Background: an optimization exercise with open tools, aiming at small area. Do not read the settings as production practice.
In this exercise RTL edits were held to simulation tests only and were not proved equivalent to the original.

==> cedar: inputs <==
Design basemul, start of the top module:
module basemul(
  input clk,
  input set,
  input wire signed [15:0] a1,
  input wire signed [15:0] a0,
  input wire signed [15:0] b1,
  input wire signed [15:0] b0,
  input wire signed [15:0] zeta,
  output wire signed [15:0] t1,
  output wire signed [15:0] t0
);
clock: 9.0 ns
lec_check: 0
cap_margin: 20
core_margin: 2
core_utilization: 85
cts_cluster_diameter: 100
cts_cluster_size: 30
slew_margin: 20
synth_hierarchical: 1
synth_minimum_keep_size: 0
standard.sh (not shown) runs the stock make flow with config.mk's settings and CLKGATE_MAP_FILE= SYNTH_SCRIPT=/design/flow/synth_recipe.tcl, a recipe that flattens the netlist after the stock synthesis.
==> flow/flow/run.sh <==
#!/bin/bash
# Own flow: the standard layout (standard synthesis unchanged), except that
# the input/output port buffers are the smallest buffer cell instead of the default,
# and after global routing cells on paths with positive slack are downsized (RECOVER_POWER).
set -euo pipefail
export BUFFER_PORTS_ARGS="-buffer_cell sky130_fd_sc_hd__buf_1"
export RECOVER_POWER=100
bash standard.sh finish > standard_flow.log 2>&1
==> inputs of onyx, as changes to cedar <==
CORE_UTILIZATION = 75   (was 85)
==> inputs of juniper, as changes to cedar <==
CORE_UTILIZATION = 40   (was 85)
==> summary.md <==
| Metric | Value |
|---|---|
| Run status | complete, no violations |
| Placer Congestion | 1.02 |
| Largest net degree at the start of global routing | 46 |
| DP HPWL | ~84000 µm |
| Die Ht | around 230 µm |
| Die Span X | around 230 µm |
| Placed inst area | between 40000 and 50000 µm² |
| Dpl cells | ~4300 |
| Post-CTS Repair Setup Buffers | 0 |
| Num CTS Buffers | 18 |
| Initial Utilization | 0.760 |
| Row cnt | 83 |
(the above is from onyx)
==> summary.md <==
| Metric | Value |
|---|---|
| Placed inst area | between 40000 and 50000 µm² |
| Num CTS Buffers | 17 |
| Die Ht | roughly 220 µm |
| Run status | aborted with a tool error |
| Dpl cells | 4178 |
| Halt Stage | global routing |
| Row cnt | 78 |
| Initial Utilization | 0.861 |
| DP HPWL | 94600 µm |
| Log Error | [ERROR GRT-0116] Global routing finished with congestion. Check the congestion regions in the DRC Viewer. |
| Largest net degree at the start of global routing | 46 |
(the above is from cedar)
==> summary.md <==
| Metric | Value |
|---|---|
| Worst hold path depth | 0 |
| Compound-Gate Fraction of Synth Area | 0.110 |
| Die Ht | about 320 µm |
| Run status | complete, no violations |
| Layout Utilization | 0.451 |
| Yosys cell types | 31 |
| Num CTS Buffers | 23 |
| Placed inst area | between 40000 and 50000 µm² |
| Crit path capture type | register |
| DP HPWL | approximately 88000 µm |
| Row cnt | ~110 |
| Placer Congestion | ~0.91 |
| Largest net degree at the start of global routing | between 40 and 50 |
| R2r setup slk | between 0.2 and 0.25 ns |
| Initial Utilization | 0.404 |
| Dpl cells | 4891 |
(the above is from juniper)

---

==> build 91 <==
Starting RTL as in the previous note.
Settings: LEC_CHECK=0, CAP_MARGIN=0, CORE_MARGIN=2, CORE_UTILIZATION=40, CTS_CLUSTER_DIAMETER=100, CTS_CLUSTER_SIZE=30, SLEW_MARGIN=0, SYNTH_HIERARCHICAL=1, SYNTH_MINIMUM_KEEP_SIZE=0; clock period 9.0 ns.
run.sh (not shown) runs the stock make flow with config.mk's settings and CLKGATE_MAP_FILE= SYNTH_SCRIPT=/design/flow/synth_recipe.tcl, a recipe that flattens the netlist after the stock synthesis.
Stock flow here: none of the scripts above is used.
==> build 50: changes against build 91 <==
- CAP_MARGIN: 0 -> 20
- GPL_TIMING_DRIVEN: not set -> 0
- SLEW_MARGIN: 0 -> 20
==> results_dict.tcl <==
set metrics [dict create \
    status "finished clean" \
    clock.fmax_mhz 114 \
    first_iter_violations 1958 \
    multi_input_area_sq_um 31100 \
    rr_startpoint "b1_5_s1$_DFF_P_" \
    cts_inserted_buffers 21 \
    path_cells "xor2_1 > clkinvlp_4 > buf_4 > o22ai_1 > xnor2_1 > fa_1 > fa_1 > fa_1 > fa_1 > fa_1 > fa_1 > fa_1 > fa_1 > fa_1 > fa_1 > fa_1 > fa_1 > fa_1 > fa_1 > fa_1" \
    tightestPinTransition_ps 1070 \
    met3_usage_pct 5.00 \
    stdcell_area_sq_um 45100 \
    post_cts_buffers 54 \
]
-- figures above: build 50

==> results_dict.tcl <==
set metrics [dict create \
    stdcell_area_sq_um 44200 \
    path_cells "inv_1 > and3_1 > a21oi_4 > buf_4 > o22ai_1 > xnor2_1 > fa_1 > fa_1 > fa_1 > fa_1 > fa_1 > fa_1 > fa_1 > fa_1 > fa_1 > fa_1 > fa_1 > fa_1 > fa_1 > fa_1 > fa_1" \
    tightestPinTransition_ps 924 \
    post_cts_buffers 0 \
    status "finished clean" \
    grt_max_degree 43 \
    met3_usage_pct 4.58 \
    multi_input_area_sq_um 30800 \
    rr_startpoint "b0_5_s1$_DFF_P_" \
    clock.fmax_mhz 114 \
    first_iter_violations 1803 \
]
-- figures above: build 91


---

==> 06-20: inputs <==
Starting RTL as in the previous note.
export LEC_CHECK = 0
export CAP_MARGIN = 20
export CORE_MARGIN = 2
export CORE_UTILIZATION = 40
export CTS_CLUSTER_DIAMETER = 100
export CTS_CLUSTER_SIZE = 30
export SLEW_MARGIN = 20
export SYNTH_HIERARCHICAL = 1
export SYNTH_MINIMUM_KEEP_SIZE = 0
create_clock -name core_clock -period 9.0 [get_ports {clk}]
standard.sh (not shown) runs the stock make flow with config.mk's settings and CLKGATE_MAP_FILE= SYNTH_SCRIPT=/design/flow/synth_recipe.tcl, a recipe that flattens the netlist after the stock synthesis.
==> flow/flow/run.sh <==
#!/bin/bash
# Own flow: the standard layout (standard synthesis unchanged), except that
# the input/output port buffers are the smallest buffer cell instead of the default.
set -euo pipefail
export BUFFER_PORTS_ARGS="-buffer_cell sky130_fd_sc_hd__buf_1"
bash standard.sh finish > standard_flow.log 2>&1
==> 12-24 (differences from 06-20) <==
==> flow/flow/run.sh (replaced) <==
#!/bin/bash
# Own flow: the standard layout (standard synthesis unchanged), except that
# the input/output port buffers are the smallest buffer cell instead of the default,
# and after global routing cells on paths with positive slack are downsized (RECOVER_POWER).
set -euo pipefail
export BUFFER_PORTS_ARGS="-buffer_cell sky130_fd_sc_hd__buf_1"
export RECOVER_POWER=100
bash standard.sh finish > standard_flow.log 2>&1
- CORE_UTILIZATION: 40 -> 65
==> metrics.cfg <==
[run_status]
status = complete, no violations

[placed_design]
dp_slack_ps = 91.7

[layout]
nonClkBufAreaFrac_pct = 4.92
drive_above_1_share_pct = 8.06

[clock_tree]
worstSkewPairLatency_ps = 630

[route]
routedWlPerCell_um = 22.3

[global_route]
use_met1_pct = 31.5

[worst_setup_path]
r2r-start = b0_5_s1$_DFF_P_

the above is filed under 06-20

==> metrics.cfg <==
[placed_design]
dp_slack_ps = 42.7

[clock_tree]
worstSkewPairLatency_ps = 600

[layout]
drive_above_1_share_pct = 7.05
nonClkBufAreaFrac_pct = 4.50

[worst_setup_path]
r2r-start = n635_s2$_DFF_P_
crit_path_end_kind = flip-flop

[run_status]
status = complete, no violations

[global_route]
use_met1_pct = 46.9

[route]
routedWlPerCell_um = 23.8

the above is filed under 12-24

[re-timing with driven ports]
The results above use ideal ports. As a check the final layouts listed here were re-extracted and re-timed, cells and wires unchanged. Step 1 sets driving cells, clkbuf_16 on the clock port and buf_2 on the other inputs (assumed; they add their load-dependent delay and slew). Step 2 adds t to the input delays and takes it off the output delays; t is the mean of the earliest and latest rising clock arrival at the registers after step 1. Input paths then give back, and output paths get back, about the clock's delay inside the block. Three values: ideal ports, drivers, drivers and shift; two values: the first two.
| run | shift t [ns] | setup WS [ns] | worst hold slack (ns) | clock arrival spread, ns | pins driven straight from the clock port |
|---|---|---|---|---|---|
| onyx | 0.624 | 0.171 / 0.171 / 0.171 | 0.326 / 0.326 / 0.326 | 0.024 / 0.024 | 1 |
| juniper | 0.678 | 0.225 / 0.225 / 0.225 | 0.329 / 0.329 / 0.329 | 0.040 / 0.040 | 1 |
| build 91 | 0.655 | 0.244 / 0.244 / 0.244 | 0.320 / 0.320 / 0.320 | 0.044 / 0.044 | 1 |
| build 50 | 0.637 | 0.216 / 0.216 / 0.216 | 0.312 / 0.312 / 0.312 | 0.044 / 0.045 | 1 |
| 06-20 | 0.679 | 0.231 / 0.231 / 0.231 | 0.329 / 0.329 / 0.329 | 0.039 / 0.039 | 1 |
| 12-24 | 0.646 | 0.264 / 0.264 / 0.264 | 0.333 / 0.333 / 0.333 | 0.030 / 0.030 | 1 |
After both steps every run listed still meets setup and hold.
